This is an optimization exercise on Yosys and OpenROAD, whose aim is small area, a short achievable clock period and few clock cycles per item, not a production implementation. RTL that was checked went through simulation tests only; none was proved equivalent to the original. Function not checked in runs 2 to 4: the RTL went through the layout flow alone.

## flow/design.v (module list and top-level ports; edited modules follow where they fit)
// module M1: 487 lines
module M1 (
  input logic Clock,
  input logic Resetn,
  input logic Start,
  output logic Stop,
  output logic[17:0]   SRAM_address,
  output logic[15:0]   SRAM_write_data,
  output logic         SRAM_we_n,
  input logic[15:0]    SRAM_read_data
);
  // ...
==> flow/run.sh <==
#!/bin/bash
# synth_recipe.tcl (not shown) runs the flow's synth.tcl, then flattens the netlist and writes it again
# the make line also repeats each setting of config.mk as NAME=value (left out here)
make -C /OpenROAD-flow-scripts/flow DESIGN_CONFIG=/design/flow/config.mk WORK_HOME=/design/flow/orfs CLKGATE_MAP_FILE= SYNTH_SCRIPT=/design/flow/synth_recipe.tcl finish
==> flow/config.mk <==
export PLATFORM = sky130hd
export DESIGN_NAME = M1
export DESIGN_NICKNAME = M1
export VERILOG_FILES = /design/flow/design.v
export SDC_FILE = /design/flow/constraint.sdc
export NUM_CORES = 4
export LEC_CHECK = 0
export CAP_MARGIN = 20
export CORE_MARGIN = 2
export CORE_UTILIZATION = 40
export SLEW_MARGIN = 20
==> flow/constraint.sdc <==
create_clock -name core_clock -period 24.0 [get_ports {Clock}]
set_input_delay 4.8000 -clock core_clock [delete_from_list [all_inputs] [get_ports {Clock}]]
set_output_delay 4.8000 -clock core_clock [all_outputs]
set_load 0.01 [all_outputs]
==> notes.md, run 1 <==
The run finished with no timing, DRC or antenna violations. The hold-critical path depth came out at 0. The final cycle utilization of the critical path is 0.267.

The delay contributed by the slowest stage of the critical path is approximately 530 ps. The global-route wire length before repair is 95600 um. The number of max-capacitance violations reported came out at 0. The final max-slew violation count is 0. The most common cell in the synthesized netlist is sky130_fd_sc_hd__inv_1. The number of flip-flops and latches came out at 367.

The vertical extent of the die came out at 256 um. The dominant kind of cell by area is multi-input combinational cells. Synthesis produced a netlist whose cell count is 2438.

The first detailed-routing pass took 7 iterations. The most used routing layer in global routing is met2. Clock skew on the completed layout was measured at 21.1 ps. The finished layout holds between 3000 and 4000 standard cells, fillers aside. The number of multi-input combinational cells is 1558.

The logic depth of the worst setup path including buffers came out at 1. The setup path with the least slack is of type reg2out.

The floorplan die width is approximately 260 um. The iteration-0 DRC count of the detailed router came out at 1070. The combinational family with the most area after synthesis is adder cells. The floorplan has a little over 90 rows. Detailed routing placed a total of 28200 um of wire on met2. In the final layout, the registers with the most flip-flops are pu (64), pv (64).

Of the synthesized area, sequential elements account for 0.358. The end point of the worst hold path is pu[5][7]. Sorting the synthesized cells by area gives the leading types as sky130_fd_sc_hd__edfxtp_1 (20%), sky130_fd_sc_hd__fa_1 (19%), sky130_fd_sc_hd__dfxtp_1 (15%).
Testbench counts, summed over its fixed seeds: cycles 768,124, images 4.
==> inputs of run 2 (changes only) <==
--- a/flow/design.v
+++ b/flow/design.v
@@ -10,18 +10,17 @@
   output logic         SRAM_we_n,
   input logic[15:0]    SRAM_read_data
 );
 localparam logic [17:0] U_START   = 18'd38400;
 localparam logic [17:0] V_START   = 18'd57600;
 localparam logic [17:0] RGB_START = 18'd146944;
 logic        act;
 logic [9:0]  ph;       
-logic [14:0] yz;       
-logic [14:0] ca;       
+logic [15:0] yz;       
 logic [17:0] wa;       
 logic [6:0]  col;      
 logic        wen;
 logic [7:0]  pu [0:7];
 logic [7:0]  pv [0:7];
 logic [15:0] y0w;             
 logic [7:0]  y3;              
 logic [8:0]  iu, iv;          
@@ -32,22 +31,22 @@
   m0  = (col == 7'd0);
   m78 = (col == 7'd78);
   m79 = (col == 7'd79);
 end
 logic [7:0] t [0:5];
 logic [7:0] s0, s1, s2, s3, s4, s5;
 always_comb begin
   for (int k = 0; k < 6; k++) t[k] = i_v ? pv[k] : pu[k];
-  s0 = (m0 & ~i_3) ? t[2] : (m0 & i_3) ? t[1] : t[0];
   s1 = (m0 & ~i_3) ? t[2] : t[1];
+  s0 = m0 ? s1 : t[0];
   s2 = t[2];
   s3 = (m79 & i_3) ? t[2] : t[3];
-  s4 = (m79 & ~i_3) ? t[3] : (m79 & i_3) ? t[2] : t[4];
-  s5 = (m79 & ~i_3) ? t[3] : (m79 & i_3) ? t[2] : (m78 & i_3) ? t[4] : t[5];
+  s4 = m79 ? s3 : t[4];
+  s5 = m79 ? s3 : (m78 & i_3) ? t[4] : t[5];
 end
 logic [8:0] ia, ib, ic;       
 always_ff @(posedge Clock) begin
   ia <= {1'b0, s0} + {1'b0, s5};
   ib <= {1'b0, s1} + {1'b0, s4};
   ic <= {1'b0, s2} + {1'b0, s3};
 end
 wire [16:0] isum;
@@ -419,52 +418,52 @@
 endfunction
 always_comb begin
   cr = clip(qr);
   cg = clip(qg);
   cb = clip(qb);
 end
 logic wr_next;     
 always_comb wr_next = wen & (ph[1] | ph[2] | ph[3] | ph[4] | ph[5] | ph[6]);
+logic we;          
+assign SRAM_we_n = ~we;
 always_ff @(posedge Clock or negedge Resetn) begin
   if (~Resetn) begin
     act <= 1'b0;
     Stop <= 1'b0;
-    SRAM_we_n <= 1'b1;
+    we <= 1'b0;
   end else begin
-    SRAM_we_n <= 1'b1;
+    we <= 1'b0;
     if (!act) begin
       if (Start && !Stop) act <= 1'b1;
     end else if (wr_next) begin
-      SRAM_we_n <= 1'b0;
+      we <= 1'b1;
       if (wa == 18'h3FFFF) begin
         Stop <= 1'b1;
         act <= 1'b0;
       end
     end
   end
 end
 always_ff @(posedge Clock) begin
   if (!act) begin
     ph <= 10'b01_0000_0000;
-    yz <= 15'h7FFD;
-    ca <= 15'd0;
+    yz <= 16'hFFFD;
     wa <= RGB_START;
     col <= 7'd77;
     wen <= 1'b0;
     SRAM_address <= U_START;
   end else begin
     ph <= {ph[8:0], ph[9]};
-    if (ph[7]) SRAM_address <= U_START + {3'd0, ca};
-    if (ph[8]) SRAM_address <= {2'd0, yz + 15'd1, 1'b0};
-    if (ph[9]) begin SRAM_address <= {2'd0, yz, 1'b1}; yz <= yz + 15'd1; end
-    if (ph[0]) SRAM_address <= V_START + {3'd0, ca};
+    if (ph[7]) SRAM_address <= U_START + 18'd3 + {{2{yz[15]}}, yz};
+    if (ph[8]) SRAM_address <= {2'd0, yz[14:0] + 15'd1, 1'b0};
+    if (ph[9]) begin SRAM_address <= {2'd0, yz[14:0], 1'b1}; yz <= yz + 16'd1; end
+    if (ph[0]) SRAM_address <= V_START + 18'd2 + {{2{yz[15]}}, yz};
     if (wr_next) begin SRAM_address <= wa; wa <= wa + 18'd1; end
-    if (ph[1]) ca <= ca + 15'd1;
-    if (ph[0] && ca == 15'd3) wen <= 1'b1;
+    if (ph[0] && yz == 16'd1) wen <= 1'b1;
     if (ph[6]) col <= (col == 7'd79) ? 7'd0 : col + 7'd1;
   end
 end
 always_ff @(posedge Clock) begin
   if (ph[1]) y0w <= SRAM_read_data;
   if (ph[2]) y3 <= SRAM_read_data[7:0];
   if (ph[8] | ph[0]) begin
     for (int k = 0; k < 6; k++) pu[k] <= pu[k+1];
==> flow/flow/run.sh (new file) <==
#!/bin/bash
# Standard synthesis and layout, with faster port buffers (buf_4) and
# clock-tree clustering settings from flow/cts.env. Logs go to this folder.
set -uo pipefail
here=$(pwd)
bash standard.sh synth > "$here/synth.log" 2>&1 || exit 1
bash standard.sh finish "BUFFER_PORTS_ARGS=-buffer_cell sky130_fd_sc_hd__buf_4" \
  $(cat flow/cts.env) > "$here/layout.log" 2>&1 || exit 1
==> flow/flow/cts.env (new file) <==

==> flow/standard.sh (new file) <==
#!/bin/bash
# synth_recipe.tcl (not shown) runs the flow's synth.tcl, then flattens the netlist and writes it again
# the make line also repeats each setting of config.mk as NAME=value (left out here)
make -C /OpenROAD-flow-scripts/flow DESIGN_CONFIG=/design/flow/config.mk WORK_HOME=/design/flow/orfs CLKGATE_MAP_FILE= SYNTH_SCRIPT=/design/flow/synth_recipe.tcl "${@:-finish}"
removed: flow/run.sh
==> run 2 against run 1 <==
Synthesized cell count fell by 2.2%. Routed wire length fell by 0.30%. Sequential share of layout area rose by 0.18 points. Count of clock-buffer cells in the layout fell by 2. Flip-flop and latch count fell by 14. Clock skew fell by 2.1 ps. Cell count fell by 3.7%. Critical endpoint is now Stop. Critical path depth did not move. Highest routed layer unchanged. Still clean. Area after synthesis fell by 3.3%.
==> notes.md, run 2 <==
The quantity of I/O buffers inserted on ports is 54 (unchanged). The count of endpoints failing setup in the final report is 0 (unchanged). The vertical extent of the die came out at 251 um (was 256 um). The ratio of cells with drive above 1 in the final layout came out at 0.0833 (was 0.0582). The area of all placed cells without fillers came out at 0.0271 sq mm (was 0.0281 sq mm). The number of placed instances, taps included came to 3158 (was 3280).

The number of failing hold endpoints at the final stage came to 0 (unchanged). The final max-slew violation count is 0 (unchanged). The most common flop cell mapped by yosys is sky130_fd_sc_hd__dfxtp_1 (unchanged). The worst relative slew slack is 0.340 (was 0.390). The basic-gate share of the synthesized area counting and, or, nand and nor cells came out at 0.103 (was 0.0971). Top cells by count, synth: sky130_fd_sc_hd__inv_1 (418), sky130_fd_sc_hd__fa_1 (237), sky130_fd_sc_hd__ha_1 (212) (was sky130_fd_sc_hd__inv_1 (436), sky130_fd_sc_hd__fa_1 (237), sky130_fd_sc_hd__ha_1 (213)). The count of mapped cells out of synthesis is 2384 (was 2438). The per-instance average area after synthesis came out at 10.3 sq um (was 10.4 sq um). The most used standard cell by instance count after synthesis is sky130_fd_sc_hd__inv_1 (unchanged). RSZ-0062 raised after global routing: false (unchanged). The master cell of the clock root buffer is sky130_fd_sc_hd__clkbuf_16 (unchanged). The final cycle utilization of the critical path is 0.247 (was 0.267). The insertion delay to the later sink of the worst-skew pair came out at 580 ps (was 570 ps).

The maximum level of the CTS H-tree came to 2 (unchanged). The worst-case register-to-register setup slack came out at 18640 ps (was 18580 ps). Run status: timing/DRC/antenna clean (unchanged). The clock transition at the register clock pins on the worst setup and hold paths after CTS is 60 ps (about the same). The minimum setup slack in the final design was 18070 ps (was 17590 ps).

The maximum clock insertion buffer count was 3 (unchanged). The number of distinct library cells after synthesis is 67 (was 78). The wire length per cell was 18.2 um (was 17.6 um). The async set-or-reset flop fraction in the synthesized netlist is 0.00850 (was 0.00817). The data required time of the worst path came out at 19200 ps (about the same). The standard cell core area was 0.0605 sq mm (was 0.0629 sq mm).

The number of synthesized register bits is 353 (was 367). The path type of the worst min-delay path was reg2reg (unchanged). The post-DP HPWL is 44300 um (was 44600 um). The count of antenna diodes in the layout is 0 (unchanged).

The peak fanout along the critical path is 3 (was 1). The number of hold buffers added after cts is 0 (unchanged). Commonest cells after routing, fill and taps aside: sky130_fd_sc_hd__inv_1 (417), sky130_fd_sc_hd__fa_1 (237), sky130_fd_sc_hd__ha_1 (212) (was sky130_fd_sc_hd__inv_1 (436), sky130_fd_sc_hd__fa_1 (237), sky130_fd_sc_hd__ha_1 (213)).

The number of gates resized after cts is 0 (unchanged). The library cell occupying the most area in the post-synthesis netlist is sky130_fd_sc_hd__edfxtp_1 (unchanged). The clock tree from TritonCTS is yes (unchanged). The startpoint of the lowest-slack register-to-register path was ey[0] (was ey[4]). The minimum hold slack came out at 418 ps (was 413 ps).

The synthesis warning total came out at 4 (unchanged). The multiplexer share of the synthesized area came out at 0.0270 (was 0.0388). The launching element type of the critical path is a flop (unchanged). The minimum period implied by the final worst setup slack is 5930 ps (was 6410 ps).

The post-place instance area came out at 0.0257 sq mm (was 0.0268 sq mm). The xor and xnor fraction of the mapped netlist area is 0.0301 (was 0.0339). The netlist area before placement came out at 0.0245 sq mm (was 0.0253 sq mm).

The worst-margin pin slew came out at 989 ps (was 916 ps). The maximum number of pins on one net before global-route repair came to 78 (was 68). The starting density of the core is 0.405 (was 0.403). The number of nets at the end of the flow came out at 2885 (was 2945).

The number of buffers and inverters on the critical path came to 1 (unchanged). The launch point of the worst hold path is pv[6][6] (was pu[6][7]). The iteration-0 DRC count of the detailed router came out at 1189 (was 1070).

The critical path startpoint is Stop (was SRAM_we_n). The total global-route track usage is 0.192 (was 0.183). The sink count of the clock tree came out at 353 (was 367).

The total via count after detailed routing is 16703 (was 17074). The area share of the leading cell type in the synthesized netlist is 0.209 (was 0.202). The number of rows created at floorplan is 90 (was 92). The family of cells with the greatest summed delay on the critical path is flip-flops (was buffers and inverters). The clock skew is 19.0 ps (was 21.1 ps). The critical path endpoint category is a primary output (unchanged). Top cells by area in the synthesized netlist: sky130_fd_sc_hd__edfxtp_1 (21%), sky130_fd_sc_hd__fa_1 (19%), sky130_fd_sc_hd__dfxtp_1 (15%) (was sky130_fd_sc_hd__edfxtp_1 (20%), sky130_fd_sc_hd__fa_1 (19%), sky130_fd_sc_hd__dfxtp_1 (15%)).

The aggregate global routing overflow came out at 0 (unchanged). The most common cell after layout, fill and taps aside is sky130_fd_sc_hd__inv_1 (unchanged). The initial antenna violation count was 0 (unchanged).

The delay contributed by the slowest stage of the critical path came out at 410 ps (was 530 ps). The sequential fraction of the synthesis area came to 0.359 (was 0.358). The count of TritonRoute iterations in the first routing pass is 5 (was 7).

The average via count per standard cell came to 5.17 (was 5.09). The area enclosed by the die boundary came out at 0.0632 sq mm (was 0.0653 sq mm). The post-CTS setup buffer count came out at 0 (unchanged). The floorplan die width is 251 um (was 256 um).

The number of standard cells in the final layout excluding fillers came out at 3230 (was 3354). The data arrival at the endpoint of the critical path is 1130 ps (was 1610 ps). The highest clock frequency the design can meet is 169 MHz (was 156 MHz). The number of max-capacitance violations reported was 0 (unchanged). The boundary pin count is 55 (unchanged).

The via count of the first global-routing pass came out at 17450 (was 17904). The type of the setup path with the least slack is reg2out (unchanged). The combinational family with the most area after synthesis was adder cells (unchanged).

Top flop regs: pu (64), pv (64) (unchanged). The final sum of negative setup slack came out at 0 ps (unchanged). Cell Chain, Critical Path: buf_4 (was clkdlybuf4s50_1).

The clock buffer count from CTS came out at 39 (was 40). The share of the core filled with cells came out at 0.448 (was 0.447). The count of flip-flops with a built-in enable after synthesis was 170 (unchanged). The adder-cell share of the synthesized area came to 0.302 (was 0.293).

The standard cell with the maximum stage delay on the critical path is sky130_fd_sc_hd__dfrtp_1 (was sky130_fd_sc_hd__clkdlybuf4s50_1). The synthesized netlist net count came out at 2852 (was 2907). The global-route wire length before repair came out at 94900 um (was 95600 um).

The area growth from synthesis to layout came out at 10.7% (was 11.1%). The weighted congestion at the end of routability-driven global placement came out at 0.905 (was 0.892). The post-placement worst setup slack came out at 18520 ps (was 18110 ps). The final routed wirelength across all metal layers was 58800 um (was 58900 um). The number of design rule violations left after detail routing is 0 (unchanged). The area fraction in compound gates after synthesis came out at 0.101 (was 0.102). The number of antenna-violating nets in the routed design is 0 (unchanged).
-- run 2: cell types whose count changed after synthesis, sizes merged, moves of 11 or more --
cell / change
mux2i: -32
nand2: +30
nor2: +27
a31oi: +22
clkbuf: +20
inv: -18
dfxtp: -14
and2: -12
buf: -12
a21oi: -11
nand3: -11
-- run 2: kinds of logic (layout without fill, tap and decap cells) --
| kind of cell | after synthesis | after routing |
|---|---|---|
| and+or+nand+nor | 558 | 558 |
| buffers and inverters | 502 | 566 |
| adders and majority gates | 449 | 449 |
| AOI/OAI and AO/OA | 386 | 386 |
| DFF | 353 | 353 |
| xor gates and xnor gates | 84 | 84 |
| muxes | 52 | 52 |
-- run 2: cell type report --
cell class | instances | area (sq um)
timing repair buffer | 76 | 571
clock inverter | 23 | 289
fill | 5603 | 33400
inverter | 418 | 1570
tap | 782 | 978
clock buffer | 49 | 1080
sequential | 353 | 8780
multi-input combinational | 1529 | 13800
-- run 2: final timing paths --
check	cells after the start	to
worst min register to register	0	pv[5][6]
worst max-delay path	1	Stop
worst max register to register	17	qg[9]
max in group asynchronous	1	act
min in group asynchronous	1	we
worst min-delay path	0	pv[5][6]
-- run 2: metal layers --
layer / GRT usage / wire length (um) / vias up
met5: 0 / 0 / -
met4: 0.0656 / 1870 / 0
met3: 0.0310 / 3040 / 100
met2: 0.319 / 27700 / 421
met1: 0.254 / 26200 / 8219
li1: - / - / 7963
==> inputs of run 3 (changes only) <==
==> flow/flow/cts.env (replaced) <==
CTS_CLUSTER_SIZE=25 CTS_CLUSTER_DIAMETER=100
==> run 3 against run 2 <==
Maximum frequency barely moved. Flip-flop and latch count unchanged. Global-route usage is 0.23 points lower. Final area down 2.9%. Setup slack better by 2.9 ps. Critical endpoint unchanged. Highest routed layer unchanged.
==> notes.md, run 3 <==
Run status: timing/DRC/antenna clean (unchanged). The wire length per cell came to 18.3 um (was 18.2 um). The area enclosed by the die boundary came out at 0.0632 sq mm (unchanged). The logic depth of the worst setup path including buffers is 1 (unchanged). The startpoint of the lowest-slack register-to-register path was ey[0] (unchanged). The number of design rule violations left after detail routing came out at 0 (unchanged). The detailed-routed wire length on met2 is 27800 um (was 27700 um). The initial antenna violation count is 0 (unchanged).

Top cells by area in the synthesized netlist: sky130_fd_sc_hd__edfxtp_1 (21%), sky130_fd_sc_hd__fa_1 (19%), sky130_fd_sc_hd__dfxtp_1 (15%) (unchanged). The number of failing hold endpoints at the final stage came out at 0 (unchanged). The number of nets at the end of the flow came to 2865 (was 2885).

Commonest cells after routing, fill and taps aside: sky130_fd_sc_hd__inv_1 (417), sky130_fd_sc_hd__fa_1 (237), sky130_fd_sc_hd__ha_1 (212) (unchanged). The maximum clock insertion buffer count came out at 3 (unchanged). The boundary pin count came out at 55 (unchanged).

The iteration-0 DRC count of the detailed router was 1128 (was 1189). The post-DP HPWL is 44300 um (unchanged). The synthesis warning total is 4 (unchanged).

The library cell occupying the most area in the post-synthesis netlist was sky130_fd_sc_hd__edfxtp_1 (unchanged). The number of synthesized register bits came out at 353 (unchanged). The maximum number of pins on one net before global-route repair came to 78 (unchanged). The standard cell core area is 0.0605 sq mm (unchanged). The end point of the worst hold path is pu[5][4] (was pv[5][6]).

The standard cell with the maximum stage delay on the critical path is sky130_fd_sc_hd__dfrtp_1 (unchanged). The delay contributed by the slowest stage of the critical path came out at 420 ps (was 410 ps). The insertion delay to the later sink of the worst-skew pair is 560 ps (was 580 ps).

The worst-margin pin slew is 974 ps (was 989 ps). The total global-route track usage is 0.189 (was 0.192). The number of gates resized after cts came out at 0 (unchanged). The path type of the worst min-delay path is reg2reg (unchanged). The final routed wirelength across all metal layers is 58400 um (was 58800 um). The top routing layer in use is met4 (unchanged).

The floorplan die width came out at 251 um (unchanged). The number of max-capacitance violations reported came to 0 (unchanged). The starting density of the core is 0.405 (unchanged).

The per-instance average area after synthesis came out at 10.3 sq um (unchanged). The weighted congestion at the end of routability-driven global placement came to 0.905 (unchanged). The sequential fraction of the synthesis area is 0.359 (unchanged). The clock transition at the register clock pins on the worst setup and hold paths after CTS is 90 ps (was 60 ps).

The data arrival at the endpoint of the critical path is 1120 ps (was 1130 ps). The data required time of the worst path was 19200 ps (about the same). The ratio of cells with drive above 1 in the final layout came out at 0.0693 (was 0.0833). Top flop regs: pu (64), pv (64) (unchanged).

The count of flip-flops with a built-in enable after synthesis is 170 (unchanged). The area growth from synthesis to layout came out at 7.52% (was 10.7%). The critical path endpoint category was a primary output (unchanged). The count of antenna diodes in the layout came to 0 (unchanged). The clock buffer count from CTS is 19 (was 39).

The post-CTS setup buffer count was 0 (unchanged). The global-route wire length before repair came out at 94200 um (was 94900 um). The maximum level of the CTS H-tree came to 1 (was 2). The family of cells with the greatest summed delay on the critical path was flip-flops (unchanged). The final sum of negative setup slack came out at 0 ps (unchanged). The highest clock frequency the design can meet is 169 MHz (about the same). The number of antenna-violating nets in the routed design came out at 0 (unchanged). The sum of met3 wire segment lengths after detailed routing is 3020 um (was 3040 um). The number of hold buffers added after cts is 0 (unchanged).

The most common cell after layout, fill and taps aside is sky130_fd_sc_hd__inv_1 (unchanged). The quantity of I/O buffers inserted on ports is 54 (unchanged). RSZ-0062 raised after global routing: false (unchanged). The worst relative slew slack is 0.350 (was 0.340). The number of buffers and inverters on the critical path came out at 1 (unchanged). The final max-slew violation count is 0 (unchanged). The netlist area before placement came out at 0.0245 sq mm (unchanged). The minimum hold slack is 423 ps (was 418 ps).

The worst-case register-to-register setup slack came out at 18660 ps (was 18640 ps). The total via count after detailed routing came out at 16545 (was 16703). The most common flop cell mapped by yosys is sky130_fd_sc_hd__dfxtp_1 (unchanged). The most used standard cell by instance count after synthesis is sky130_fd_sc_hd__inv_1 (unchanged). The area share of the leading cell type in the synthesized netlist came out at 0.209 (unchanged). Top cells by count, synth: sky130_fd_sc_hd__inv_1 (418), sky130_fd_sc_hd__fa_1 (237), sky130_fd_sc_hd__ha_1 (212) (unchanged). The aggregate global routing overflow was 0 (unchanged). Cell Chain, Critical Path: buf_4 (unchanged).

The type of the setup path with the least slack is reg2out (unchanged). The number of rows created at floorplan is 90 (unchanged). The hold-critical path depth is 0 (unchanged).

The clock tree from TritonCTS is yes (unchanged). The number of cells on the worst reg-to-reg path is 17 (unchanged). The via count of the first global-routing pass is 17281 (was 17450). The met1 wire length came out at 25800 um (was 26200 um). The synthesized netlist net count came out at 2852 (unchanged). The master cell of the clock root buffer is sky130_fd_sc_hd__clkbuf_16 (unchanged). The minimum period implied by the final worst setup slack came out at 5920 ps (was 5930 ps). The launch point of the worst hold path is pu[6][4] (was pv[6][6]). The sink count of the clock tree came to 353 (unchanged). The async set-or-reset flop fraction in the synthesized netlist came out at 0.00850 (unchanged). The capture point of the worst reg-to-reg path was qg[9] (unchanged). The count of endpoints failing setup in the final report came out at 0 (unchanged). The clock skew came out at 25.9 ps (was 19.0 ps).

The fill cell total of the finished layout is 5657 (was 5603). The launching element type of the critical path is a flop (unchanged). The peak fanout along the critical path came out at 3 (unchanged).

The count of TritonRoute iterations in the first routing pass is 7 (was 5). The count of mapped cells out of synthesis is 2384 (unchanged). The vertical extent of the die is 251 um (unchanged). The final cycle utilization of the critical path came out at 0.247 (about the same). The number of distinct library cells after synthesis came out at 67 (unchanged). The average via count per standard cell is 5.18 (was 5.17).
## run 3: cell counts after synthesis
No cell type changed its count.
## run 3: routing by layer
metal,vias up,GRT usage
met3,84,0.0239
li1,7903,-
met2,404,0.320
met5,-,0
met1,8154,0.255
met4,0,0.0563
## run 3: final cells by class
cell class,instances,area (sq um),share of cell area
tap,782,978,0.0372
clock buffer,30,527,0.0200
inverter,418,1570,0.0596
sequential,353,8780,0.334
clock inverter,4,61.3,0.00233
multi-input combinational,1529,13800,0.525
timing repair buffer,76,571,0.0217
## run 3: metrics by stage
stage	instances	worst slack (ps)	util	area [sq um]
2_1_floorplan	2384	18700	-	24500
3_3_place_gp	3158	18510	0.425	25700
3_5_place_dp	3158	18520	0.425	25700
4_1_cts	3192	18050	0.435	26300
5_1_grt	3192	18030	0.435	26300
6_report	3192	18080	0.435	26300
## run 3: worst max path at each step
stage | start | to | slack [ps]
after floorplan | SRAM_read_data[8] | pu[6][0] | 18700
after global placement | SRAM_read_data[8] | ey[0] | 18510
after detailed placement | SRAM_read_data[8] | ey[0] | 18520
after CTS | Stop | Stop | 18050
after global routing | Stop | Stop | 18030
final | Stop | Stop | 18080
## run 3: cells by family after synthesis
group | count (synthesis) | share of synthesized area
buf+inv | 502 | 0.0771
flops | 353 | 0.359
compound gates | 386 | 0.101
simple gates | 558 | 0.103
mux | 52 | 0.0270
fa+ha+maj | 449 | 0.302
xor+xnor | 84 | 0.0301
==> inputs of run 4 (changes only) <==
==> flow/flow/cts.env (replaced) <==
CTS_CLUSTER_SIZE=30 CTS_CLUSTER_DIAMETER=80
==> run 4 against run 3 <==
Die area unchanged. Maximum frequency down 0.31%. Critical path depth unchanged. Highest routed layer unchanged.
==> notes.md, run 4 <==
Run status: timing/DRC/antenna clean (unchanged). The synthesis warning total is 4 (unchanged). The count of endpoints failing setup in the final report is 0 (unchanged).

The iteration-0 DRC count of the detailed router came out at 1125 (was 1128). The maximum level of the CTS H-tree is 1 (unchanged). The clock buffer count from CTS is 22 (was 19). The number of design rule violations left after detail routing is 0 (unchanged). The number of max-capacitance violations reported is 0 (unchanged). The weighted congestion at the end of routability-driven global placement came out at 0.905 (unchanged). The floorplan die width is 251 um (unchanged). The count of flip-flops with a built-in enable after synthesis came out at 170 (unchanged). Top flop regs: pu (64), pv (64) (unchanged).

The aggregate global routing overflow came out at 0 (unchanged). The sequential fraction of the synthesis area came out at 0.359 (unchanged). The per-instance average area after synthesis is 10.3 sq um (unchanged). The synthesized netlist net count is 2852 (unchanged). The highest clock frequency the design can meet is 168 MHz (was 169 MHz). The global-route wire length before repair is 94400 um (was 94200 um). The family of cells with the greatest summed delay on the critical path was flip-flops (unchanged).

The post-CTS setup buffer count is 0 (unchanged). The final routed wirelength across all metal layers was 58400 um (about the same). The number of failing hold endpoints at the final stage is 0 (unchanged). The insertion delay to the later sink of the worst-skew pair came to 580 ps (was 560 ps).

The via count of the first global-routing pass is 17384 (was 17281). Top cells by area in the synthesized netlist: sky130_fd_sc_hd__edfxtp_1 (21%), sky130_fd_sc_hd__fa_1 (19%), sky130_fd_sc_hd__dfxtp_1 (15%) (unchanged). The average via count per standard cell is 5.21 (was 5.18).

The worst relative slew slack came to 0.331 (was 0.350). The number of nets at the end of the flow is 2868 (was 2865). The standard cell with the maximum stage delay on the critical path is sky130_fd_sc_hd__dfrtp_1 (unchanged). The area enclosed by the die boundary was 0.0632 sq mm (unchanged). The area growth from synthesis to layout was 8.48% (was 7.52%).

The initial antenna violation count was 0 (unchanged). The clock skew came out at 37.5 ps (was 25.9 ps). Commonest cells after routing, fill and taps aside: sky130_fd_sc_hd__inv_1 (417), sky130_fd_sc_hd__fa_1 (237), sky130_fd_sc_hd__ha_1 (212) (unchanged). The count of antenna diodes in the layout is 0 (unchanged). The most used standard cell by instance count after synthesis is sky130_fd_sc_hd__inv_1 (unchanged). The number of gates resized after cts is 0 (unchanged).

The ratio of cells with drive above 1 in the final layout is 0.0745 (was 0.0693). The number of synthesized register bits is 353 (unchanged). The total global-route track usage came out at 0.190 (was 0.189). The worst-margin pin slew came out at 1000 ps (was 974 ps).

The most common flop cell mapped by yosys is sky130_fd_sc_hd__dfxtp_1 (unchanged). The data required time of the worst path came to 19200 ps (about the same). The count of TritonRoute iterations in the first routing pass was 5 (was 7). The count of mapped cells out of synthesis is 2384 (unchanged).

The async set-or-reset flop fraction in the synthesized netlist came out at 0.00850 (unchanged). The vertical extent of the die came out at 251 um (unchanged). The minimum period implied by the final worst setup slack came to 5940 ps (was 5920 ps). Cell Chain, Critical Path: buf_4 (unchanged). RSZ-0062 raised after global routing: false (unchanged).

The master cell of the clock root buffer is sky130_fd_sc_hd__clkbuf_16 (unchanged). The delay contributed by the slowest stage of the critical path came to 410 ps (was 420 ps). The quantity of I/O buffers inserted on ports came out at 54 (unchanged). The library cell occupying the most area in the post-synthesis netlist is sky130_fd_sc_hd__edfxtp_1 (unchanged). The maximum number of pins on one net before global-route repair is 78 (unchanged). The path type of the worst min-delay path is reg2reg (unchanged). The number of antenna-violating nets in the routed design came out at 0 (unchanged). The maximum clock insertion buffer count is 3 (unchanged). The wire length per cell came out at 18.2 um (was 18.3 um).

The type of the setup path with the least slack is reg2out (unchanged). Top cells by count, synth: sky130_fd_sc_hd__inv_1 (418), sky130_fd_sc_hd__fa_1 (237), sky130_fd_sc_hd__ha_1 (212) (unchanged). The final max-slew violation count came out at 0 (unchanged).

The boundary pin count came to 55 (unchanged). The launching element type of the critical path was a flop (unchanged). The number of buffers and inverters on the critical path is 1 (unchanged). The total via count after detailed routing came to 16677 (was 16545). The most common cell after layout, fill and taps aside is sky130_fd_sc_hd__inv_1 (unchanged).

The clock tree from TritonCTS was yes (unchanged). The number of distinct library cells after synthesis came out at 67 (unchanged). The number of rows created at floorplan came out at 90 (unchanged). The standard cell core area is 0.0605 sq mm (unchanged). The critical path endpoint category is a primary output (unchanged). The netlist area before placement came out at 0.0245 sq mm (unchanged). The clock transition at the register clock pins on the worst setup and hold paths after CTS came to 90 ps (about the same). The sink count of the clock tree is 353 (unchanged). The data arrival at the endpoint of the critical path is 1140 ps (was 1120 ps). The post-place instance area came out at 0.0257 sq mm (unchanged).

The peak fanout along the critical path is 3 (unchanged). The final sum of negative setup slack is 0 ps (unchanged). The number of hold buffers added after cts came out at 0 (unchanged). The starting density of the core is 0.405 (unchanged). The final cycle utilization of the critical path is 0.248 (was 0.247). The area share of the leading cell type in the synthesized netlist is 0.209 (unchanged). The post-DP HPWL came out at 44300 um (unchanged). The area of all placed cells without fillers came out at 0.0265 sq mm (was 0.0263 sq mm).
[run 4: cell counts after synthesis]
No cell type changed its count.
[run 4: final cells by class]
type                    instances  area (sq um)
clock buffers                  25           562
clock inverters                15           262
fillers                      5648         33900
inverters                     418          1570
multi-input cells            1529         13800
flip-flops and latches        353          8780
well taps                     782           978
repair buffers                 76           571
[run 4: through the flow]
step / utilization / instances / setup slack [ps] / hold slack, ps
after global placement: 0.425 / 3158 / 18510 / 403
after global routing: 0.439 / 3198 / 18010 / 418
after detailed placement: 0.425 / 3158 / 18520 / 405
final: 0.439 / 3198 / 18060 / 413
after CTS: 0.439 / 3198 / 18030 / 407
after floorplan: - / 2384 / 18700 / 400
[run 4: worst paths after layout]
kind	startpoint	to	slack (ps)	cells after the start
min reg2reg	pv[6][7]	pv[5][7]	410	0
min	pv[6][7]	pv[5][7]	410	0
max reg2reg	ey[0]	qg[9]	18640	17
min in group asynchronous	Resetn	act	4000	1
max in group asynchronous	Resetn	act	19900	1
max	Stop	Stop	18060	1
[run 4: logic make-up (layout without fill, tap and decap cells)]
kind of cell    Yosys count  after routing  synth area share
buf+inv                 502            534            0.0771
fa+ha+maj               449            449             0.302
flops                   353            353             0.359
compound gates          386            386             0.101
simple gates            558            558             0.103
mux                      52             52            0.0270
xor+xnor                 84             84            0.0301
[run 4: layer usage]
metal  up-vias  global-route usage  routed length (um)
met1      8231               0.255               26100
met4         0              0.0653                2000
li1       7920                   -                   -
met5         -                   0                   0
met2       430               0.317               27400
met3        96              0.0236                2800

==> what the ideal ports hide <==
The flow's constraints put no driver on any port. The routed layouts listed below were extracted and timed again, unchanged, in two steps.
Step 1, drivers: a clkbuf_16 drives Clock and a buf_2 each remaining input, both assumed.
Step 2, shift: input delay + t, output delay - t, t = (earliest + latest rising clock arrival at the registers) / 2. This alone moves slack from input paths to output paths.
Three values: ideal, step 1, step 2; two values: the first two.
run	t (ns)	setup WS [ns]	clock arrival spread, ns	worst register clock-pin slew, ns	worst slew at a driven data input, ns
run 1	0.623	17.591 / 17.529 / 18.094	0.022 / 0.021	0.06 / 0.06	0.04
run 2	0.627	18.074 / 18.016 / 18.498	0.023 / 0.022	0.06 / 0.06	0.06
run 3	0.607	18.076 / 18.019 / 18.494	0.030 / 0.029	0.11 / 0.11	0.06
run 4	0.621	18.058 / 18.001 / 18.510	0.038 / 0.037	0.11 / 0.11	0.07
After both steps every run listed still meets setup and hold.
